What follows belongs to an exercise in optimizing a design on an open flow for small area; a production flow would make more cautious choices.
Only simulation tests tie the RTL to the original design; equivalence was not proved.
Power figures rest on the tool's default switching activity, not on a simulated workload.

==> flow/design.v (outline; a module is shown in full before it is edited, if it fits) <==
// module clock_generator: 12 lines
// module processor: 67 lines
// module mac: 954 lines
// module led_driver: 44 lines
// module trader_core: 18 lines
module trader_core(
    input logic rst,
    input logic clk,
    input logic [167:0] msg,
    output logic signal,
    output logic [31:0] balance,
    output logic cclr_neg,
    output logic clk_out,
    output logic [3:0] num,
    output logic msg_enable,
    output logic msg_type
);
  // ...
==> flow/flow/run.sh <==
#!/bin/bash
# Own flow: the standard synthesis, then an area re-mapping of its logic
# (full-adder polarity clean-up, then ABC with an area script), then the standard flow's
# standard layout from that netlist. Each tool writes its own log here.
set -euo pipefail
W=$(pwd)
R=$W/orfs/results/$FLOW_PLATFORM/trader_core/base
YOSYS=$FLOW_HOME/../tools/install/yosys/bin/yosys
[[ -x $YOSYS ]] || YOSYS=$(command -v yosys)
LIB=$FLOW_HOME/platforms/sky130hd/lib/sky130_fd_sc_hd__tt_025C_1v80.lib
DONTUSE=$(grep -o 'sky130_fd_sc_hd__[a-z0-9_]*' flow/dont_use.txt | sed 's/^/-dont_use /' | tr '\n' ' ')

bash standard.sh synth > synth_standard.log 2>&1
cp "$R/1_2_yosys.v" standard.v
python3 flow/fapol.py standard.v fapol.v > fapol.log 2>&1
sed -e "s|@LIB@|$LIB|g" -e "s|@DONTUSE@|$DONTUSE|g" flow/remap.ys > remap_run.ys
"$YOSYS" -l remap.log -q -s remap_run.ys > /dev/null 2>&1
cp remap.v "$R/1_2_yosys.v"
rm -f "$R/1_synth.odb" "$R/1_synth.sdc"
# Port buffers: the smallest buffer instead of the clkdlybuf4s50_1 buffer_ports picks.
export BUFFER_PORTS_ARGS="-buffer_cell sky130_fd_sc_hd__buf_1"
# Clock tree: smaller buffers and no dummy loads.
export CTS_ARGS="-sink_clustering_enable -repair_clock_nets -buf_list sky130_fd_sc_hd__clkbuf_8 -sink_clustering_max_diameter 60 -dont_use_dummy_load"
bash standard.sh finish > layout.log 2>&1
==> flow/flow/area.abc <==
strash
dc2
dch -f
amap
topo
==> flow/flow/dont_use.txt <==
sky130_fd_sc_hd__probe_p_8
sky130_fd_sc_hd__probec_p_8
sky130_fd_sc_hd__lpflow_bleeder_1
sky130_fd_sc_hd__lpflow_clkbufkapwr_1
sky130_fd_sc_hd__lpflow_clkbufkapwr_16
sky130_fd_sc_hd__lpflow_clkbufkapwr_2
sky130_fd_sc_hd__lpflow_clkbufkapwr_4
sky130_fd_sc_hd__lpflow_clkbufkapwr_8
sky130_fd_sc_hd__lpflow_clkinvkapwr_1
sky130_fd_sc_hd__lpflow_clkinvkapwr_16
sky130_fd_sc_hd__lpflow_clkinvkapwr_2
sky130_fd_sc_hd__lpflow_clkinvkapwr_4
sky130_fd_sc_hd__lpflow_clkinvkapwr_8
sky130_fd_sc_hd__lpflow_decapkapwr_12
sky130_fd_sc_hd__lpflow_decapkapwr_3
sky130_fd_sc_hd__lpflow_decapkapwr_4
sky130_fd_sc_hd__lpflow_decapkapwr_6
sky130_fd_sc_hd__lpflow_decapkapwr_8
sky130_fd_sc_hd__lpflow_inputiso0n_1
sky130_fd_sc_hd__lpflow_inputiso0p_1
sky130_fd_sc_hd__lpflow_inputiso1n_1
sky130_fd_sc_hd__lpflow_inputiso1p_1
sky130_fd_sc_hd__lpflow_inputisolatch_1
sky130_fd_sc_hd__lpflow_isobufsrc_1
sky130_fd_sc_hd__lpflow_isobufsrc_16
sky130_fd_sc_hd__lpflow_isobufsrc_2
sky130_fd_sc_hd__lpflow_isobufsrc_4
sky130_fd_sc_hd__lpflow_isobufsrc_8
sky130_fd_sc_hd__lpflow_isobufsrckapwr_16
sky130_fd_sc_hd__lpflow_lsbuf_lh_hl_isowell_tap_1
sky130_fd_sc_hd__lpflow_lsbuf_lh_hl_isowell_tap_2
sky130_fd_sc_hd__lpflow_lsbuf_lh_hl_isowell_tap_4
sky130_fd_sc_hd__lpflow_lsbuf_lh_isowell_4
sky130_fd_sc_hd__lpflow_lsbuf_lh_isowell_tap_1
sky130_fd_sc_hd__lpflow_lsbuf_lh_isowell_tap_2
sky130_fd_sc_hd__lpflow_lsbuf_lh_isowell_tap_4
==> flow/flow/fapol.py <==
#!/usr/bin/env python3
"""Flip full adders (FA(~a,~b,~c) = ~FA(a,b,c)) to cut inverters between adder cells.
usage: fapol.py in.v out.v   (flat mapped netlist, one module)"""
import re, sys, random
src = open(sys.argv[1]).read()
cell_re = re.compile(r'^(\s*)(sky130_fd_sc_hd__\w+)\s+(\S+)\s*\((.*?)\);', re.S | re.M)
pin_re = re.compile(r'\.(\w+)\(\s*(\\\S+ |[^()\s]+)\s*\)')
cells = []
for m in cell_re.finditer(src):
    pins = {p: v.strip() for p, v in pin_re.findall(m.group(4))}
    cells.append(dict(type=m.group(2), name=m.group(3), pins=pins, span=m.span()))
drv = {}
for i, c in enumerate(cells):
    for p, v in c['pins'].items():
        if p in ('X', 'Y', 'SUM', 'COUT', 'Q', 'Q_N', 'HI', 'LO'):
            drv[v] = (i, p)
def isinv(c): return re.match(r'sky130_fd_sc_hd__(clk)?inv_\d+$', c['type'])
def isfa(c): return re.match(r'sky130_fd_sc_hd__fa_\d+$', c['type'])
def isff(c): return re.match(r'sky130_fd_sc_hd__e?dfx', c['type'])
def isha(c): return re.match(r'sky130_fd_sc_hd__ha_\d+$', c['type'])
def resolve(net):
    par = 0
    while net in drv and isinv(cells[drv[net][0]]):
        net = cells[drv[net][0]]['pins']['A']; par ^= 1
    return net, par
adders = [i for i, c in enumerate(cells) if isfa(c)]   # half adders are re-mapped as plain logic
edges = []   # (src cell, dst cell, parity)
for i in adders:
    c = cells[i]
    for p in ('A', 'B', 'CIN'):
        if p not in c['pins']: continue
        n, par = resolve(c['pins'][p])
        if n in drv and (drv[n][0] in adders or isff(cells[drv[n][0]])):
            # a flip-flop cannot absorb an inversion: it is a source of fixed polarity
            edges.append((drv[n][0], i, par))
flip = {i: 0 for i in adders}
for s_, d_, p_ in edges:
    flip.setdefault(s_, 0)
free = [i for i in adders if isfa(cells[i])]
adj = {i: [] for i in flip}
for e in edges:
    adj[e[0]].append(e); adj[e[1]].append(e)
def cost_of(i):
    return sum(p ^ flip[s] ^ flip[d] for s, d, p in adj[i])
def total(): return sum(p ^ flip[s] ^ flip[d] for s, d, p in edges)
print("edges", len(edges), "odd before", total(), file=sys.stderr)
best = dict(flip); bestc = total()
rng = random.Random(1)
for rnd in range(30):
    changed = True
    while changed:
        changed = False
        for i in free:
            c0 = cost_of(i); flip[i] ^= 1
            if cost_of(i) < c0: changed = True
            else: flip[i] ^= 1
    t = total()
    if t < bestc: bestc = t; best = dict(flip)
    flip = dict(best)
    for i in rng.sample(free, len(free) // 10): flip[i] ^= 1
flip = best
print("odd after", bestc, "flipped", sum(flip.values()), file=sys.stderr)
# rewrite
out = []; pos = 0; k = [0]; newwires = []; extra = []
def fresh():
    k[0] += 1; n = f"_fapol_{k[0]}_"; newwires.append(n); return n
for i, c in enumerate(cells):
    if not flip.get(i): continue
    s, e = c['span']
    body = src[s:e]
    for p in list(c['pins']):
        v = c['pins'][p]
        w = fresh()
        if p in ('A', 'B', 'CIN'):
            extra.append(f"  sky130_fd_sc_hd__inv_1 _fapoli_{k[0]}_ (.A({v} ), .Y({w}));")
        else:
            extra.append(f"  sky130_fd_sc_hd__inv_1 _fapoli_{k[0]}_ (.A({w}), .Y({v} ));")
        c['pins'][p] = w
    pins = ",\n".join(f"    .{p}({v}{' ' if v.startswith(chr(92)) else ''})" for p, v in c['pins'].items())
    out.append((s, e, f"  {c['type']} {c['name']} (\n{pins}\n  );"))
res = []; pos = 0
for s, e, txt in sorted(out):
    res.append(src[pos:s]); res.append(txt); pos = e
res.append(src[pos:])
res = "".join(res)
# declare wires after the module header's port list, add cells before endmodule
hdr_end = res.index(';', res.index('module ')) + 1
res = res[:hdr_end] + "\n" + "".join(f"  wire {w};\n" for w in newwires) + res[hdr_end:]
idx = res.rindex('endmodule')
res = res[:idx] + "\n".join(extra) + "\n" + res[idx:]
open(sys.argv[2], 'w').write(res)
==> flow/flow/remap.ys <==
# Re-map the standard synthesis's logic for area. Flip-flops and full adders
# stay as they are (kept as black boxes); every other cell is read back as its
# liberty function and mapped again by ABC with an area-oriented script.
read_liberty -overwrite -ignore_miss_func @LIB@
read_verilog -overwrite fapol.v
hierarchy -top trader_core
blackbox sky130_fd_sc_hd__fa_1 sky130_fd_sc_hd__fa_2 sky130_fd_sc_hd__fa_4 sky130_fd_sc_hd__dfxtp_1 sky130_fd_sc_hd__dfxtp_2 sky130_fd_sc_hd__dfxtp_4 sky130_fd_sc_hd__edfxtp_1 sky130_fd_sc_hd__conb_1
flatten
rename -hide w:_*
opt -purge
abc -liberty @LIB@ @DONTUSE@ -script flow/area.abc
opt_clean -purge
splitnets
opt_clean -purge
hilomap -singleton -hicell sky130_fd_sc_hd__conb_1 HI -locell sky130_fd_sc_hd__conb_1 LO
insbuf -buf sky130_fd_sc_hd__buf_4 A X
opt_clean -purge
read_liberty -lib -overwrite -ignore_miss_func @LIB@
check -assert
stat -liberty @LIB@
write_verilog -noattr -nohex -nodec remap.v
==> flow/standard.sh <==
#!/bin/bash
# synth_recipe.tcl (not shown) runs the flow's synth.tcl, then flattens the netlist and writes it again
# the make line also repeats each setting of config.mk as NAME=value (left out here)
make -C /OpenROAD-flow-scripts/flow DESIGN_CONFIG=/design/flow/config.mk WORK_HOME=/design/flow/orfs CLKGATE_MAP_FILE= SYNTH_SCRIPT=/design/flow/synth_recipe.tcl "${@:-finish}"
==> flow/config.mk <==
export PLATFORM = sky130hd
export DESIGN_NAME = trader_core
export DESIGN_NICKNAME = trader_core
export VERILOG_FILES = /design/flow/design.v
export SDC_FILE = /design/flow/constraint.sdc
export NUM_CORES = 4
export LEC_CHECK = 0
export ABC_AREA = 1
export ABC_CLOCK_PERIOD_IN_PS = 100000
export CAP_MARGIN = 20
export CORE_MARGIN = 2
export CORE_UTILIZATION = 40
export SLEW_MARGIN = 20
==> flow/constraint.sdc <==
create_clock -name core_clock -period 12.0 [get_ports {clk}]
set_input_delay 2.4000 -clock core_clock [delete_from_list [all_inputs] [get_ports {clk}]]
set_output_delay 2.4000 -clock core_clock [all_outputs]
set_load 0.01 [all_outputs]
==> flow_summary.json, run 1 <==
{
  "post-route-util_pct": 45.3,
  "highest_layer": "met5",
  "cts.repair_timing.setup_buffer_count": 0,
  "final.signal_buffer_count": 234,
  "globalRouteMet3Util_pct": 5.63,
  "antenna_cells_inserted": 1,
  "wl_met1_um": 27300,
  "cts_tree": "built",
  "tightest_slew_ns": 1.05,
  "power_frac_comb_pct": 83.3,
  "hold_end": "driver.quo[18]",
  "timing_worst_setup_path_type": "in -> reg",
  "drt_first_iter_violations": 1716,
  "clock_power_share_pct": 5.3,
  "outcome": "complete, no violations",
  "cpMaxStageDelayCell": "fa_1",
  "powerClk_uw": 330,
  "synthesis.yosys.warnings": 3,
  "power.density_cell_area_nw_per_um2": 303,
  "final_critical_path_setup_slack_ns": 1.00,
  "syn-mean-instance-area_um2": 7.96,
  "ir_drop_v": 0.000692,
  "layout.comb_gates.multi_input": 1872,
  "buffer_and_inverter_count_on_the_worst_path": 12,
  "drive_gt1_share_pct": 4.41,
  "postPlaceCellArea_um2": 20200,
  "rr_startpoint": "process.balance[11]",
  "setup_repair_after_global_routing_missed_its_margin": "false",
  "worstSetupStartpointType": "primary input",
  "cts.clk_slew.worst_paths_ns": 0.10,
  "regToRegEndpoint": "process.balance[31]",
  "clock_sink_count": 187,
  "cts_buffers": 17,
  "report.final.hold_viol_count": 0,
  "flops_and_latches": 187,
  "cpLargestDelayFamily": "adder cells",
  "swShare_pct": 53.4,
  "clockBufferDepth": 2,
  "area_growth_pct": 12.4,
  "clk_latency_ns": 0.54,
  "met3_wirelength_um": 5110,
  "core.rowCount": 78
}
==> run 2: changes to the inputs <==
--- a/flow/design.v
+++ b/flow/design.v
@@ -974,67 +974,78 @@
     wire r552 = s219 ^ c200 ^ g551;
     wire g553 = (s219 & c200) | (g551 & (s219 ^ c200));
     wire r554 = 1'b0 ^ s241 ^ g553;
     wire g555 = (1'b0 & s241) | (g553 & (1'b0 ^ s241));
     wire r556 = s263 ^ c242 ^ g555;
     wire g557 = (s263 & c242) | (g555 & (s263 ^ c242));
     wire r558 = 1'b0 ^ s287 ^ g557;
     wire g559 = (1'b0 & s287) | (g557 & (1'b0 ^ s287));
-    wire y560 = r540 ^ g539;
-    wire y561 = r542 ^ (g539 & r540);
-    wire t562 = r540 & r542;
-    wire y563 = r544 ^ (g539 & t562);
-    wire t564 = t562 & r544;
-    wire y565 = r546 ^ (g539 & t564);
-    wire t566 = t564 & r546;
-    wire y567 = r548 ^ (g539 & t566);
-    wire t568 = t566 & r548;
-    wire y569 = r550 ^ (g539 & t568);
-    wire t570 = t568 & r550;
-    wire y571 = r552 ^ (g539 & t570);
-    wire t572 = t570 & r552;
-    wire y573 = r554 ^ (g539 & t572);
-    wire t574 = t572 & r554;
-    wire y575 = r556 ^ (g539 & t574);
-    wire t576 = t574 & r556;
-    wire y577 = r558 ^ (g539 & t576);
-    wire t578 = t576 & r558;
-    wire q579 = g559 | (g539 & t578);
-    wire r580 = s311 ^ c288;
-    wire g581 = s311 & c288;
-    wire r582 = 1'b0 ^ s337 ^ g581;
-    wire g583 = (1'b0 & s337) | (g581 & (1'b0 ^ s337));
-    wire r584 = s363 ^ c338 ^ g583;
-    wire g585 = (s363 & c338) | (g583 & (s363 ^ c338));
-    wire r586 = 1'b0 ^ s391 ^ g585;
-    wire g587 = (1'b0 & s391) | (g585 & (1'b0 ^ s391));
-    wire r588 = s419 ^ c392 ^ g587;
-    wire g589 = (s419 & c392) | (g587 & (s419 ^ c392));
-    wire r590 = 1'b0 ^ s449 ^ g589;
-    wire g591 = (1'b0 & s449) | (g589 & (1'b0 ^ s449));
-    wire r592 = s479 ^ c450 ^ g591;
-    wire g593 = (s479 & c450) | (g591 & (s479 ^ c450));
-    wire r594 = s511 ^ c480 ^ g593;
-    wire y595 = r580 ^ q579;
-    wire y596 = r582 ^ (q579 & r580);
-    wire t597 = r580 & r582;
-    wire y598 = r584 ^ (q579 & t597);
-    wire t599 = t597 & r584;
-    wire y600 = r586 ^ (q579 & t599);
-    wire t601 = t599 & r586;
-    wire y602 = r588 ^ (q579 & t601);
-    wire t603 = t601 & r588;
-    wire y604 = r590 ^ (q579 & t603);
-    wire t605 = t603 & r590;
-    wire y606 = r592 ^ (q579 & t605);
-    wire t607 = t605 & r592;
-    wire y608 = r594 ^ (q579 & t607);
-    wire t609 = t607 & r594;
-    assign y = {y608, y606, y604, y602, y600, y598, y596, y595, y577, y575, y573, y571, y569, y567, y565, y563, y561, y560, r538, r536, r534, r532, r530, r528, r526, r524, r522, r520, r518, r516, r514, r512};
+    wire t560 = r542 & r540;
+    wire t561 = r546 & r544;
+    wire t562 = r550 & r548;
+    wire t563 = r554 & r552;
+    wire t564 = r558 & r556;
+    wire t565 = r544 & t560;
+    wire t566 = t561 & t560;
+    wire t567 = r552 & t562;
+    wire t568 = t563 & t562;
+    wire t569 = r548 & t566;
+    wire t570 = t562 & t566;
+    wire t571 = t567 & t566;
+    wire t572 = t568 & t566;
+    wire t573 = r556 & t572;
+    wire t574 = t564 & t572;
+    wire y575 = r540 ^ g539;
+    wire y576 = r542 ^ (g539 & r540);
+    wire y577 = r544 ^ (g539 & t560);
+    wire y578 = r546 ^ (g539 & t565);
+    wire y579 = r548 ^ (g539 & t566);
+    wire y580 = r550 ^ (g539 & t569);
+    wire y581 = r552 ^ (g539 & t570);
+    wire y582 = r554 ^ (g539 & t571);
+    wire y583 = r556 ^ (g539 & t572);
+    wire y584 = r558 ^ (g539 & t573);
+    wire q585 = g559 | (g539 & t574);
+    wire r586 = s311 ^ c288;
+    wire g587 = s311 & c288;
+    wire r588 = 1'b0 ^ s337 ^ g587;
+    wire g589 = (1'b0 & s337) | (g587 & (1'b0 ^ s337));
+    wire r590 = s363 ^ c338 ^ g589;
+    wire g591 = (s363 & c338) | (g589 & (s363 ^ c338));
+    wire r592 = 1'b0 ^ s391 ^ g591;
+    wire g593 = (1'b0 & s391) | (g591 & (1'b0 ^ s391));
+    wire r594 = s419 ^ c392 ^ g593;
+    wire g595 = (s419 & c392) | (g593 & (s419 ^ c392));
+    wire r596 = 1'b0 ^ s449 ^ g595;
+    wire g597 = (1'b0 & s449) | (g595 & (1'b0 ^ s449));
+    wire r598 = s479 ^ c450 ^ g597;
+    wire g599 = (s479 & c450) | (g597 & (s479 ^ c450));
+    wire r600 = s511 ^ c480 ^ g599;
+    wire t601 = r588 & r586;
+    wire t602 = r592 & r590;
+    wire t603 = r596 & r594;
+    wire t604 = r600 & r598;
+    wire t605 = r590 & t601;
+    wire t606 = t602 & t601;
+    wire t607 = r598 & t603;
+    wire t608 = t604 & t603;
+    wire t609 = r594 & t606;
+    wire t610 = t603 & t606;
+    wire t611 = t607 & t606;
+    wire t612 = t608 & t606;
+    wire y613 = r586 ^ q585;
+    wire y614 = r588 ^ (q585 & r586);
+    wire y615 = r590 ^ (q585 & t601);
+    wire y616 = r592 ^ (q585 & t605);
+    wire y617 = r594 ^ (q585 & t606);
+    wire y618 = r596 ^ (q585 & t609);
+    wire y619 = r598 ^ (q585 & t610);
+    wire y620 = r600 ^ (q585 & t611);
+    assign y = {y620, y619, y618, y617, y616, y615, y614, y613, y584, y583, y582, y581, y580, y579, y578, y577, y576, y575, r538, r536, r534, r532, r530, r528, r526, r524, r522, r520, r518, r516, r514, r512};
 endmodule
 module led_driver(
     input logic rst,
     input logic clk,
     input logic [31:0] balance,
     output logic cclr_neg,
     output logic[3:0] num,
     output logic clk_out,
--- a/flow/flow/run.sh
+++ b/flow/flow/run.sh
@@ -15,10 +15,10 @@
 python3 flow/fapol.py standard.v fapol.v > fapol.log 2>&1
 sed -e "s|@LIB@|$LIB|g" -e "s|@DONTUSE@|$DONTUSE|g" flow/remap.ys > remap_run.ys
 "$YOSYS" -l remap.log -q -s remap_run.ys > /dev/null 2>&1
 cp remap.v "$R/1_2_yosys.v"
 rm -f "$R/1_synth.odb" "$R/1_synth.sdc"
 # Port buffers: the smallest buffer instead of the clkdlybuf4s50_1 buffer_ports picks.
 export BUFFER_PORTS_ARGS="-buffer_cell sky130_fd_sc_hd__buf_1"
 # Clock tree: smaller buffers and no dummy loads.
-export CTS_ARGS="-sink_clustering_enable -repair_clock_nets -buf_list sky130_fd_sc_hd__clkbuf_8 -sink_clustering_max_diameter 60 -dont_use_dummy_load"
+export CTS_ARGS="-sink_clustering_enable -repair_clock_nets -buf_list sky130_fd_sc_hd__clkbuf_8 -dont_use_dummy_load"
 bash standard.sh finish > layout.log 2>&1
==> flow/flow/area.abc (replaced) <==
strash
dch -f
amap
topo
==> flow/config.mk (replaced) <==
export PLATFORM = sky130hd
export DESIGN_NAME = trader_core
export DESIGN_NICKNAME = trader_core
export VERILOG_FILES = /design/flow/design.v
export SDC_FILE = /design/flow/constraint.sdc
export NUM_CORES = 4
export LEC_CHECK = 0
export ABC_AREA = 1
export ABC_CLOCK_PERIOD_IN_PS = 100000
export CAP_MARGIN = 20
export CORE_MARGIN = 2
export CORE_UTILIZATION = 65
export SLEW_MARGIN = 20
==> run 2 against run 1 <==
  * Register-to-register slack got worse by 0.26 ns
  * Highest routed layer unchanged
  * Combinational power is 5.8% lower
  * Worst setup slack lost 0.093 ns
  * Still clean
  * Flip-flop and latch count did not move
  * Via count grew 3.7%
  * Core utilization grew 28 points
  * Largest cell class unchanged
  * Largest power group unchanged
==> flow_summary.json, run 2 <==
{
  "core_um2": 27100,
  "die_width_um": 170,
  "postLayoutCellArea_um2": 19800,
  "grt_use_total_pct": 42.0,
  "remaining_drc_errors": 0,
  "dr_total_vias": 19000,
  "drt-wirelength-per-cell_um": 21.1,
  "die-height_um": 170,
  "crit_path_max_fanout": 49,
  "outcome": "complete, no violations",
  "cts_buffers": 17,
  "max_cap_violations": 0,
  "core.rowCount": 60,
  "power_frac_comb_pct": 82.4,
  "syn-mean-instance-area_um2": 8.05,
  "iteration_count_of_the_initial_detailed_routing_pass": 6,
  "layout_common_cells": "309 x nor2_1, 279 x o22ai_1, 267 x nand2_1",
  "mostFrequentLayoutCell": "nor2_1",
  "post_cts_resize_count": 0,
  "die_area_um2": 29000,
  "drt_first_iter_violations": 2177,
  "totalNegativeSetupSlack_ns": 0,
  "power.density_cell_area_nw_per_um2": 298,
  "drive_gt1_share_pct": 3.73,
  "worstSetupStartpointType": "primary input",
  "cts_tree": "built",
  "layout_worst_path_cycle_share_pct": 92.4,
  "timing.slew.headroom_pct": 33.8,
  "synthCells": 2237,
  "class_of_the_most_critical_hold_timing_path": "reg -> reg",
  "post_cts_hold_buffer_count": 0,
  "clock_sink_count": 187,
  "cpLargestDelayFamily": "simple AND/OR/NAND/NOR gates",
  "number_of_primary_i_o_pins": 211,
  "start_util_pct": 66.4,
  "area_growth_pct": 10.2,
  "drt_wl_total_um": 59900,
  "tightest_slew_ns": 0.986,
  "grt_overflow_total": 0,
  "clk_latency_ns": 0.50,
  "swShare_pct": 52.5,
  "setup.worst_path.end_class": "flop",
  "clockBufferDepth": 2,
  "leakagePower_nw": 6.70,
  "ir_drop_v": 0.000356,
  "finalWeightedCongestion": 0.972,
  "cts.htree.levels": 4,
  "postSynthNetCount": 2661,
  "drv_slew": 0,
  "critPathMaxStageDelay_ns": 0.54,
  "p_switching_mw": 3.10,
  "cpMaxStageDelayCell": "fa_1",
  "final-setup-viol-count": 0,
  "worst_ep_arrival_time_ns": 11.45,
  "antenna_found_initial": 3,
  "final_net_count": 2893,
  "place.detailed.hpwl_um": 44800,
  "cts.clk_slew.worst_paths_ns": 0.12,
  "final_setup_skew_ns": 0.0489,
  "synthesis.yosys.warnings": 3,
  "cts.repair_timing.setup_buffer_count": 0,
  "register_to_register_path_setup_slack_ns": 4.03,
  "clock.fmax_mhz": 90.2,
  "first_global_vias": 17800,
  "critPathRequiredTime_ns": 12.36,
  "port_buffers": 154,
  "final_critical_path_setup_slack_ns": 0.908,
  "p_total_mw": 5.90,
  "report.final.hold_viol_count": 0,
  "power_report.internal_total_mw": 2.80,
  "critical_path.most_common_cell": "nor2_1",
  "postPlaceCellArea_um2": 19600,
  "timing.hold.ws_ns": 0.288,
  "ctsRootBufferMaster": "clkbuf_8",
  "via_per_inst": 6.70,
  "grt_pass1_wl_um": 93600,
  "sequential_share_of_power_pct": 12.0,
  "drt.antenna.violating_nets": 0,
  "buffer_and_inverter_count_on_the_worst_path": 13,
  "post_synth_instance_area_um2": 18000,
  "clock_power_share_pct": 5.6,
  "timing_worst_setup_path_type": "in -> reg",
  "preCtsSetupSlack_ns": 0.384,
  "fin_crit_ns": 11.09,
  "grt_max_degree": 60
}
[run 2: worst register-to-register path, delay by kind of cell (launching register included)]
family                     cells  cell delay [ns]
and+or+nand+nor               25             3.88
adders and majority gates      7             2.14
AOI/OAI and AO/OA              2             0.40
buffers and inverters         11             1.12
DFF                            1             0.36
[run 2: cell type report]
| cell class | instances | area, um2 |
|---|---|---|
| Clock buffer | 17 | 234 |
| Tap cell | 372 | 465 |
| Timing Repair Buffer | 213 | 1030 |
| Multi-Input combinational cell | 1851 | 13600 |
| Antenna cell | 2 | 5.00 |
| Inverter | 199 | 751 |
| Sequential cell | 187 | 3780 |
| Fill cell | 2172 | 7260 |
[run 2: power by group through the flow]
stage	combinational [mW]	clock, mW	sequential (mW)
after floorplan	3.55	0	0.714
after global placement	4.56	0	0.721
after detailed placement	4.74	0	0.725
after CTS	4.76	0.328	0.712
after global routing	5.47	0.351	0.717
final	4.86	0.328	0.710
[run 2: worst paths after layout]
check / from / to / cells past startpoint
worst max-delay path: msg[40] / process.balance[31] / 51
worst min-delay path: driver.quo[12] / driver.quo[13] / 0
worst max register to register: process.balance[3] / process.balance[31] / 45
worst min register to register: driver.quo[12] / driver.quo[13] / 0
[run 2: stage by stage]
| stage | util, % | std cells |
|---|---|---|
| after floorplan | - | 2237 |
| after global placement | 72.3 | 2822 |
| after detailed placement | 72.3 | 2822 |
| after CTS | 73.1 | 2839 |
| after global routing | 73.2 | 2840 |
| final | 73.2 | 2841 |
[run 2: metal layers]
| layer | global-route usage, % | vias to the layer above | wire length, um |
|---|---|---|---|
| met1 | 55.8 | 8724 | 22200 |
| met3 | 11.9 | 236 | 8740 |
| met5 | 0 | - | 16 |
| li1 | - | 8688 | - |
| met4 | 18.2 | 2 | 2840 |
| met2 | 64.6 | 1388 | 26200 |

## port drivers added, routing unchanged
No port has a modelled driver above. Below, the same layouts with a new extraction and two added sets of constraints.
Step 1 sets driving cells, clkbuf_16 on the clock port and buf_2 on the other inputs (assumed; they add their load-dependent delay and slew).
Step 2 adds t to the input delays and takes it off the output delays; t is the mean of the earliest and latest rising clock arrival at the registers after step 1. Input paths then give back, and output paths get back, about the clock's delay inside the block.
a / b / c = ideal / step 1 / step 2; a / b = the first two.
run	t, ns	slack for setup (ns)	slew at the worst register clock pin (ns)
run 1	0.583	1.001 / 1.032 / 0.450	0.10 / 0.10
run 2	0.521	0.908 / 0.898 / 0.377	0.12 / 0.12
After both steps every run listed still meets setup and hold. For run 1, which loses most, drivers alone change the setup slack by +0.031 ns; drivers and shift together by -0.551 ns.
